Source: an optimization exercise on an open RTL-to-GDS flow (aim: small area, a short achievable clock period and few clock cycles per item). Production flows keep margins and buffers that such runs may drop.
Where RTL was checked, it was by simulation tests only, not by an equivalence proof against the original.

cedar:
Design sigmoid_unit, start of the top module:
module sigmoid_unit (
    input  wire               clk,
    input  wire               rst,
    input  wire               in_valid,
    input  wire signed [15:0] net_in,
    output wire               out_valid,
    output wire signed [31:0] f_net,
    output wire signed [31:0] x,
    output wire signed [31:0] y,
    output wire signed [31:0] z
);
For scale: ~1500 cells after synthesis, ~100 flip-flops, ~11000 um^2 of cells after synthesis.
export LEC_CHECK = 0
export ABC_AREA = 1
export CAP_MARGIN = 20
export CORE_MARGIN = 2
export CORE_UTILIZATION = 40
export SLEW_MARGIN = 20
create_clock -name core_clock -period 62.0 [get_ports {clk}]
standard.sh (not shown) runs the stock make flow with config.mk's settings and CLKGATE_MAP_FILE= SYNTH_SCRIPT=/design/flow/synth_recipe.tcl, a recipe that flattens the netlist after the stock synthesis.
==> flow/flow/run.sh <==
#!/bin/bash
set -euo pipefail
export BUFFER_PORTS_ARGS="-buffer_cell sky130_fd_sc_hd__buf_1"
bash standard.sh > standard.log 2>&1
What oak does differently from cedar at the input level:
--- a/flow/design.v
+++ b/flow/design.v
@@ -15,17 +15,17 @@
     net_q <= net_in;
     v0    <= in_valid & ~rst;
 end
 wire        s0 = net_q[15];
 wire [15:0] d0 = ((net_q ^ {16{s0}}) + {15'd0, s0} + 16'd1000);
 wire [10:0] tk9 = 11'd1953;
 wire [10:0] df9;
 wire        ge9;
-pfx_row_rc_11_11 row9 (.t(tk9), .d(d0[10:0]), .hz(~|d0[15:11]), .ge(ge9), .r(df9));
+pfx_row_h3_11_11 row9 (.t(tk9), .d(d0[10:0]), .hz(~|d0[15:11]), .ge(ge9), .r(df9));
 wire [10:0] tr9 = df9;
 wire [11:0] tk8 = {tr9, 1'b0};
 wire [11:0] df8;
 wire        ge8;
 pfx_row_h3_12_12 row8 (.t(tk8), .d(d0[11:0]), .hz(~|d0[15:12]), .ge(ge8), .r(df8));
 wire [11:0] tr8 = df8;
 wire [12:0] tk7 = {tr8, 1'b0};
 wire [12:0] df7;
@@ -586,48 +586,58 @@
     zr <= zv;
 end
 assign out_valid = vo;
 assign x     = {xs[0], xs[0], xs[0], xs[1], xs[1], xs[2], xs[2], xr, 3'b000};
 assign y     = {ys[0], ys[0], ys[0], ys[0], ys[0], ys[0], ys[1], ys[1], ys[1], ys[1], ys[1], ys[2], ys[2], ys[2], ys[2], ys[2], ys[2], ys[3], ys[3], ys[3], ys[3], ys[3], yr};
 assign z     = {21'd0, zr, yr[0]};
 assign f_net = {22'd0, zr};
 endmodule
-module pfx_row_rc_11_11 (
+module pfx_row_h3_11_11 (
     input  wire [10:0] t,
     input  wire [10:0] d,
     input  wire        hz,
     output wire        ge,
     output wire [10:0] r
 );
 wire [10:0] dd = d;
 wire [10:0] p = ~(t ^ dd);    
 wire [10:0] g = ~t & dd;      
 wire g0_1 = g[1] | (p[1] & g[0]);
 wire p0_1 = p[1] & p[0];
+wire g0_4 = g[4] | (p[4] & g[3]);
+wire p0_4 = p[4] & p[3];
+wire g0_7 = g[7] | (p[7] & g[6]);
+wire p0_7 = p[7] & p[6];
+wire g0_10 = g[10] | (p[10] & g[9]);
+wire p0_10 = p[10] & p[9];
 wire g1_2 = g[2] | (p[2] & g0_1);
 wire p1_2 = p[2] & p0_1;
-wire g2_3 = g[3] | (p[3] & g1_2);
-wire p2_3 = p[3] & p1_2;
-wire g3_4 = g[4] | (p[4] & g2_3);
-wire p3_4 = p[4] & p2_3;
-wire g4_5 = g[5] | (p[5] & g3_4);
-wire p4_5 = p[5] & p3_4;
-wire g5_6 = g[6] | (p[6] & g4_5);
-wire p5_6 = p[6] & p4_5;
-wire g6_7 = g[7] | (p[7] & g5_6);
-wire p6_7 = p[7] & p5_6;
-wire g7_8 = g[8] | (p[8] & g6_7);
-wire p7_8 = p[8] & p6_7;
-wire g8_9 = g[9] | (p[9] & g7_8);
-wire p8_9 = p[9] & p7_8;
-wire g9_10 = g[10] | (p[10] & g8_9);
-wire p9_10 = p[10] & p8_9;
-wire [10:0] bi = {g8_9, g7_8, g6_7, g5_6, g4_5, g3_4, g2_3, g1_2, g0_1, g[0], 1'b0};
-assign ge = hz & ~g9_10;
+wire g1_5 = g[5] | (p[5] & g0_4);
+wire p1_5 = p[5] & p0_4;
+wire g1_8 = g[8] | (p[8] & g0_7);
+wire p1_8 = p[8] & p0_7;
+wire g2_5 = g1_5 | (p1_5 & g1_2);
+wire p2_5 = p1_5 & p1_2;
+wire g3_8 = g1_8 | (p1_8 & g2_5);
+wire p3_8 = p1_8 & p2_5;
+wire g4_3 = g[3] | (p[3] & g1_2);
+wire p4_3 = p[3] & p1_2;
+wire g4_4 = g0_4 | (p0_4 & g1_2);
+wire p4_4 = p0_4 & p1_2;
+wire g4_6 = g[6] | (p[6] & g2_5);
+wire p4_6 = p[6] & p2_5;
+wire g4_7 = g0_7 | (p0_7 & g2_5);
+wire p4_7 = p0_7 & p2_5;
+wire g4_9 = g[9] | (p[9] & g3_8);
+wire p4_9 = p[9] & p3_8;
+wire g4_10 = g0_10 | (p0_10 & g3_8);
+wire p4_10 = p0_10 & p3_8;
+wire [10:0] bi = {g4_9, g3_8, g4_7, g4_6, g2_5, g4_4, g4_3, g1_2, g0_1, g[0], 1'b0};
+assign ge = hz & ~g4_10;
 wire [10:0] df = t ^ dd ^ bi;
 assign r  = ge ? df[10:0] : t[10:0];
 endmodule
 module pfx_row_h3_12_12 (
     input  wire [11:0] t,
     input  wire [11:0] d,
     input  wire        hz,
     output wire        ge,
Notes after the runs:
- Result for oak and cedar: all clean
- oak ends up with a worst setup slack that is 0.032 ns higher than in cedar.
- On number of cells after detailed placement: between oak and cedar, it ends up higher for cedar.
- As of oak, wire length had fallen by a few percent compared to cedar.
- oak: global-route usage 0.98 points below cedar
- The final reports for oak and cedar show cell area lower in the former.
- For final number of max-transition violations, oak and cedar come out practically identical.
- Compared to cedar, oak has routed length on met3 130 um lower.
- The lower combined area of all synthesized cells of oak and cedar is in oak.
Testbench counts of oak, summed over its fixed seeds: cycles 16,024, items 16,000.
No functional check of the RTL was part of cedar.

========
sigmoid_unit, a different RTL version from the one above (not shown whole).
Size: about 100 flip-flops, ~150 I/O pins, roughly 11,000 um2 of cells after synthesis.
## sigmoid_unit
module sigmoid_unit (
    input  wire               clk,
    input  wire               rst,
    input  wire               in_valid,
    input  wire signed [15:0] net_in,
    output wire               out_valid,
    output wire signed [31:0] f_net,
    output wire signed [31:0] x,
    output wire signed [31:0] y,
    output wire signed [31:0] z
);
clock: 62.0 ns
lec_check: 0
abc_area: 1
cap_margin: 20
core_margin: 2
core_utilization: 40
slew_margin: 20
==> flow/flow/run.sh <==
#!/bin/bash
set -euo pipefail
export BUFFER_PORTS_ARGS="-buffer_cell sky130_fd_sc_hd__buf_1"
# one tie cell drives all constant outputs
export SKIP_REPAIR_TIE_FANOUT=1
# stronger flip-flops where one drives several output buffers
export POST_GLOBAL_PLACE_TCL=$PWD/flow/upsize_out_ff.tcl UPSIZE_FF4_MIN=4 UPSIZE_FF2_MIN=2
bash standard.sh > standard.log 2>&1
==> flow/flow/upsize_out_ff.tcl <==
# Give the flip-flops that drive several output-port buffers (the copies of
# the sign bits, and the z bits that also drive f_net) a stronger drive.
set block [ord::get_db_block]
set n_up 0
foreach inst [$block getInsts] {
  if {[[$inst getMaster] getName] ne "sky130_fd_sc_hd__dfxtp_1"} { continue }
  set q [$inst findITerm Q]
  set net [$q getNet]
  if {$net eq "NULL"} { continue }
  set nout 0
  foreach it [$net getITerms] {
    if {[string match "output*" [[$it getInst] getName]]} { incr nout }
  }
  if {$nout >= $::env(UPSIZE_FF4_MIN)} {
    replace_cell [$inst getName] sky130_fd_sc_hd__dfxtp_4
    incr n_up
  } elseif {$nout >= $::env(UPSIZE_FF2_MIN)} {
    replace_cell [$inst getName] sky130_fd_sc_hd__dfxtp_2
    incr n_up
  }
}
puts "upsize_out_ff: resized $n_up flip-flops"
Testbench counts at the start, summed over its fixed seeds: cycles 16,024, items 16,000.
==> next run, changes <==
--- a/flow/design.v
+++ b/flow/design.v
@@ -656,31 +656,32 @@
 assign xx[17] = xx_p[18] ^ xx_g16_17;
 assign xx[18] = xx_p[19] ^ xx_g17_18;
 assign xx[19] = xx_p[20] ^ xx_g18_19;
 assign xx[20] = xx_p[21] ^ xx_g19_20;
 assign xx[21] = xx_p[22] ^ xx_g20_21;
 reg        vo;
-reg [1:0] xs;
+reg [2:0] xs;
 reg [3:0] ys;
 reg [21:0] xr;
 reg [9:0]  yr;
 reg [9:0]  zr;
 always @(posedge clk) begin
     vo <= v1 & ~rst;
     xs[0] <= s1;
     xs[1] <= s1 & (d1 != 16'd1000);
+    xs[2] <= nn[15];
     ys[0] <= yneg0;
     ys[1] <= yneg1;
     ys[2] <= yneg2;
     ys[3] <= yneg3;
     xr <= xx;
     yr <= yv;
     zr <= zv;
 end
 assign out_valid = vo;
-assign x     = {xs[0], xs[0], xs[0], xs[0], xs[1], xs[1], xs[1], xr, 3'b000};
+assign x     = {xs[0], xs[0], xs[0], xs[1], xs[1], xs[2], xs[2], xr, 3'b000};
 assign y     = {ys[0], ys[0], ys[0], ys[0], ys[0], ys[0], ys[1], ys[1], ys[1], ys[1], ys[1], ys[2], ys[2], ys[2], ys[2], ys[2], ys[2], ys[3], ys[3], ys[3], ys[3], ys[3], yr};
 assign z     = {21'd0, zr, yr[0]};
 assign f_net = {22'd0, zr};
 endmodule
 module pfxi_row_h3_r11_11_11 (
     input  wire [10:0] t,
Outcome: Clock-buffer cell count does not change; non-clock buffer count drops by 2; final cell count hardly moves; clock skew hardly moves; wire length drops slightly; cell area hardly moves; global-route usage hardly moves.
Testbench counts after the change, summed over its fixed seeds: cycles 16,024, items 16,000.

========
Another version of the RTL of sigmoid_unit (not shown whole).
Size in the first run: about 100 flip-flops, ~150 I/O pins, ~11000 sq um of cells after synthesis.
==> flow/design.v (excerpt) <==
module sigmoid_unit (
    input  wire               clk,
    input  wire               rst,
    input  wire               in_valid,
    input  wire signed [15:0] net_in,
    output wire               out_valid,
    output wire signed [31:0] f_net,
    output wire signed [31:0] x,
    output wire signed [31:0] y,
    output wire signed [31:0] z
);
reg [15:0] net_q;
reg        v0;
always @(posedge clk) begin
    net_q <= net_in;
    v0    <= in_valid & ~rst;
end
wire        s0 = net_q[15];
wire [15:0] d0 = ((net_q ^ {16{s0}}) + {15'd0, s0} + 16'd1000);
wire [10:0] tk9 = ~11'd1953;    
wire [10:0] df9;
wire        ge9;
pfxi_row_h3_r11_11_11 row9 (.t(tk9), .d(d0[10:0]), .hz(~|d0[15:11]), .ge(ge9), .r(df9));
wire [10:0] tr9 = df9;
wire [11:0] tk8 = {tr9, 1'b1};
wire [11:0] df8;
wire        ge8;
pfxi_row_h3_r12_12_12 row8 (.t(tk8), .d(d0[11:0]), .hz(~|d0[15:12]), .ge(ge8), .r(df8));
wire [11:0] tr8 = df8;
wire [12:0] tk7 = {tr8, 1'b1};
wire [12:0] df7;
wire        ge7;
pfxi_row_h3_r13_13_13 row7 (.t(tk7), .d(d0[12:0]), .hz(~|d0[15:13]), .ge(ge7), .r(df7));
wire [12:0] tr7 = df7;
wire [13:0] tk6 = {tr7, 1'b1};
wire [13:0] df6;
wire        ge6;
pfxi_row_h3_r14_14_14 row6 (.t(tk6), .d(d0[13:0]), .hz(~|d0[15:14]), .ge(ge6), .r(df6));
wire [13:0] tr6 = df6;
wire [14:0] tk5 = {tr6, 1'b0};
wire [14:0] df5;
wire        ge5;
pfxi_row_h3_r15_15_15 row5 (.t(tk5), .d(d0[14:0]), .hz(~|d0[15:15]), .ge(ge5), .r(df5));
wire [14:0] tr5 = df5;
reg [15:0] d1;
reg        s1;
reg        v1;
reg [14:0] t1;
reg        q9_1;
reg        q8_1;
reg        q7_1;
reg        q6_1;
reg        q5_1;
always @(posedge clk) begin
    d1 <= d0;
    s1 <= s0;
    v1 <= v0 & ~rst;
    t1 <= tr5;
    q9_1 <= ge9;
    q8_1 <= ge8;
    q7_1 <= ge7;
    q6_1 <= ge6;
    q5_1 <= ge5;
end
wire [15:0] tk4 = {t1, 1'b0};
wire [14:0] df4;
wire        ge4;
  ...
Settings: LEC_CHECK=0, ABC_AREA=1, CAP_MARGIN=20, CORE_MARGIN=2, CORE_UTILIZATION=40, SLEW_MARGIN=20; clock period 62.0 ns.
Scripts as last shown in full above: flow/flow/run.sh, flow/flow/upsize_out_ff.tcl
Testbench counts at the start, summed over its fixed seeds: cycles 16,024, items 16,000.
Rerun with:
--- a/flow/design.v
+++ b/flow/design.v
@@ -560,39 +560,40 @@
 assign xx[13] = xx_p[14] ^ xx_g12_13;
 assign xx[14] = xx_p[15] ^ xx_g13_14;
 assign xx[15] = xx_p[16] ^ xx_g14_15;
 assign xx[16] = xx_p[17] ^ xx_g15_16;
 assign xx[17] = xx_p[18] ^ xx_g16_17;
 assign xx[18] = xx_p[19] ^ xx_g17_18;
 assign xx[19] = xx_p[20] ^ xx_g18_19;
 assign xx[20] = xx_p[21] ^ xx_g19_20;
 assign xx[21] = xx_p[22] ^ xx_g20_21;
 reg        vo;
-reg [1:0] xs;
+reg [2:0] xs;
 reg [3:0] ys;
 reg [21:0] xr;
 reg [9:0]  yr;
 reg [9:0]  zr;
 always @(posedge clk) begin
     vo <= v1 & ~rst;
     xs[0] <= s1;
     xs[1] <= s1 & (d1 != 16'd1000);
+    xs[2] <= nn[15];
     ys[0] <= yneg0;
     ys[1] <= yneg1;
     ys[2] <= yneg2;
     ys[3] <= yneg3;
     xr <= xx;
     yr <= yv;
     zr <= zv;
 end
 assign out_valid = vo;
-assign x     = {xs[0], xs[0], xs[0], xs[0], xs[1], xs[1], xs[1], xr, 3'b000};
+assign x     = {xs[0], xs[0], xs[0], xs[1], xs[1], xs[2], xs[2], xr, 3'b000};
 assign y     = {ys[0], ys[0], ys[0], ys[0], ys[0], ys[0], ys[1], ys[1], ys[1], ys[1], ys[1], ys[2], ys[2], ys[2], ys[2], ys[2], ys[2], ys[3], ys[3], ys[3], ys[3], ys[3], yr};
 assign z     = {21'd0, zr, yr[0]};
 assign f_net = {22'd0, zr};
 endmodule
 module pfxi_row_h3_r11_11_11 (
     input  wire [10:0] t,
     input  wire [10:0] d,
     input  wire        hz,
     output wire        ge,
     output wire [10:0] r
After rerunning: Design area is about the same; count of clock-buffer cells in the layout does not change; non-clock buffer count went down by 1; register-to-register slack degrades by 0.14 ns; via count shrinks by 1.6%; worst setup slack loses 0.0034 ns; worst hold slack gets better by 0.0049 ns; critical path depth is unchanged; clock skew stays flat; core utilization climbs by 0.15 points; first-iteration DRC count came out lower by 8.5%.
Testbench counts after the change, summed over its fixed seeds: cycles 16,024, items 16,000.

========
== v19 ==
Another version of the RTL of sigmoid_unit (not shown whole).
Size in the first run: about 1500 cells after synthesis, ~100 flip-flops, about 150 I/O pins, ~11000 sq um of cells after synthesis.
==> flow/config.mk <==
export PLATFORM = sky130hd
export DESIGN_NAME = sigmoid_unit
export DESIGN_NICKNAME = sigmoid_unit
export VERILOG_FILES = /design/flow/design.v
export SDC_FILE = /design/flow/constraint.sdc
export NUM_CORES = 4
export LEC_CHECK = 0
export ABC_AREA = 1
export CAP_MARGIN = 20
export CORE_MARGIN = 2
export CORE_UTILIZATION = 40
export SLEW_MARGIN = 20
==> flow/constraint.sdc <==
create_clock -name core_clock -period 62.0 [get_ports {clk}]
set_input_delay 12.4000 -clock core_clock [delete_from_list [all_inputs] [get_ports {clk}]]
set_output_delay 12.4000 -clock core_clock [all_outputs]
set_load 0.01 [all_outputs]
Scripts as last shown in full above: flow/flow/run.sh, flow/flow/upsize_out_ff.tcl
For v12, these inputs were changed with respect to v19:
diff --git a/flow/design.v b/flow/design.v
--- a/flow/design.v
+++ b/flow/design.v
@@ -6,20 +6,23 @@
     output wire               out_valid,
     output wire signed [31:0] f_net,
     output wire signed [31:0] x,
     output wire signed [31:0] y,
     output wire signed [31:0] z
 );
-reg [15:0] net_q;
+reg [14:0] nx_q;
+reg        s_q;
 reg        v0;
 always @(posedge clk) begin
-    net_q <= net_in;
+    nx_q  <= net_in[14:0] ^ {15{net_in[15]}};
+    s_q   <= net_in[15];
     v0    <= in_valid & ~rst;
 end
-wire        s0 = net_q[15];
-wire [15:0] d0 = ((net_q ^ {16{s0}}) + {15'd0, s0} + 16'd1000);
+wire        s0 = s_q;
+wire [15:0] nx0 = {1'b0, nx_q};
+wire [15:0] d0 = (nx0 + {15'd0, s0} + 16'd1000);
 wire [10:0] tk9 = ~11'd1953;    
 wire [10:0] df9;
 wire        ge9;
 pfxi_row_h3_r11_11_11 row9 (.t(tk9), .d(d0[10:0]), .hz(~|d0[15:11]), .ge(ge9), .r(df9));
 wire [10:0] tr9 = df9;
 wire [11:0] tk8 = {tr9, 1'b1};
@@ -312,12 +315,13 @@
 assign qh1[9] = qh1_p[10] ^ qh1_g3_9;
 wire [9:0]  yv  = s1 ? (q0 ? {nv[8:0], 1'b0} : {~v, 1'b1}) : {v, ~q0};
 wire [9:0]  zv  = s1 ? (q0 ? qh1 : {1'b0, qh}) : zp;
 wire        yneg0 = s1 & (d1 >= 16'd1002);
 wire        yneg1 = s1 & (d1 != 16'd1001);
 wire        yneg2 = s1 & ((|d1[15:10]) | (d1[9:0] >= 10'd1002));
+wire        yneg3 = s1 & (d1[15:1] != 15'd500);
 wire [15:0] nn;
 wire [16:0] nn_p, nn_g;
 assign nn_g[0] = 1'b0; assign nn_p[0] = 1'b0;
 assign nn_p[1] = (d1[0] ^ s1) ^ (s1); assign nn_g[1] = (d1[0] ^ s1) & (s1);
 assign nn_p[2] = (d1[1] ^ s1) ^ (1'b0); assign nn_g[2] = (d1[1] ^ s1) & (1'b0);
 assign nn_p[3] = (d1[2] ^ s1) ^ (1'b0); assign nn_g[3] = (d1[2] ^ s1) & (1'b0);
@@ -563,32 +567,32 @@
 assign xx[17] = xx_p[18] ^ xx_g16_17;
 assign xx[18] = xx_p[19] ^ xx_g17_18;
 assign xx[19] = xx_p[20] ^ xx_g18_19;
 assign xx[20] = xx_p[21] ^ xx_g19_20;
 assign xx[21] = xx_p[22] ^ xx_g20_21;
 reg        vo;
-reg [2:0] xs;
-reg [2:0] ys;
+reg [1:0] xs;
+reg [3:0] ys;
 reg [21:0] xr;
 reg [9:0]  yr;
 reg [9:0]  zr;
 always @(posedge clk) begin
     vo <= v1 & ~rst;
     xs[0] <= s1;
     xs[1] <= s1 & (d1 != 16'd1000);
-    xs[2] <= nn[15];
     ys[0] <= yneg0;
     ys[1] <= yneg1;
     ys[2] <= yneg2;
+    ys[3] <= yneg3;
     xr <= xx;
     yr <= yv;
     zr <= zv;
 end
 assign out_valid = vo;
-assign x     = {xs[0], xs[0], xs[0], xs[1], xs[1], xs[2], xs[2], xr, 3'b000};
-assign y     = {ys[0], ys[0], ys[0], ys[0], ys[0], ys[0], ys[0], ys[0], ys[1], ys[1], ys[1], ys[1], ys[1], ys[1], ys[1], ys[2], ys[2], ys[2], ys[2], ys[2], ys[2], ys[2], yr};
+assign x     = {xs[0], xs[0], xs[0], xs[0], xs[1], xs[1], xs[1], xr, 3'b000};
+assign y     = {ys[0], ys[0], ys[0], ys[0], ys[0], ys[0], ys[1], ys[1], ys[1], ys[1], ys[1], ys[2], ys[2], ys[2], ys[2], ys[2], ys[2], ys[3], ys[3], ys[3], ys[3], ys[3], yr};
 assign z     = {21'd0, zr, yr[0]};
 assign f_net = {22'd0, zr};
 endmodule
 module pfxi_row_h3_r11_11_11 (
     input  wire [10:0] t,
     input  wire [10:0] d,
Findings:
Re post-route worst setup slack: v12 is 2.26 ns up on v19.
Total of clock buffers placed in the layout: v12 vs v19 up 1
Detailed-route wire length on metal 1 (v19 / v12): 1.12
In v12 the height of the chip turned out about 1.9% lower than in v19.
In the flow results for v12 and v19, the number of global-route vias before repair is larger on v19.
Testbench counts of v12, summed over its fixed seeds: cycles 16,024, items 16,000.
For v19, only the layout was checked, not whether the RTL still works.

## static timing again, ports no longer ideal
Ports are ideal in the flow. The routed layouts listed here were re-timed in OpenROAD.
Step 1, drivers: a clkbuf_16 drives clk and a buf_2 each remaining input, both assumed.
Step 2 also shifts input and output timing later by t, the mid clock arrival at the registers, as if the neighbouring blocks saw the same clock.
a / b / c = no drivers / after step 1 / after step 2; a / b = the first two.
run | t (ns) | slack for setup (ns) | hold slack, ns
cedar | 0.410 | 48.663 / 48.614 / 48.835 | 0.408 / 0.408 / 0.408
oak | 0.390 | 48.695 / 48.654 / 49.043 | 0.407 / 0.407 / 0.407
the first run of note 2 | 0.399 | 48.721 / 48.678 / 48.587 | 0.385 / 0.385 / 0.385
the second run of note 2 | 0.400 | 48.738 / 48.691 / 48.607 | 0.383 / 0.383 / 0.383
the first run of note 3 | 0.394 | 48.719 / 48.678 / 49.071 | 0.401 / 0.401 / 0.401
the second run of note 3 | 0.404 | 48.716 / 48.669 / 49.073 | 0.406 / 0.406 / 0.406
v19 | 0.400 | 46.463 / 46.463 / 46.463 | 0.405 / 0.405 / 0.405
v12 | 0.398 | 48.723 / 48.678 / 48.531 | 0.367 / 0.367 / 0.367
After both steps every run listed still meets setup and hold. The setup slack of v12, which loses most, moves by -0.045 ns with the drivers and by -0.192 ns with both steps.
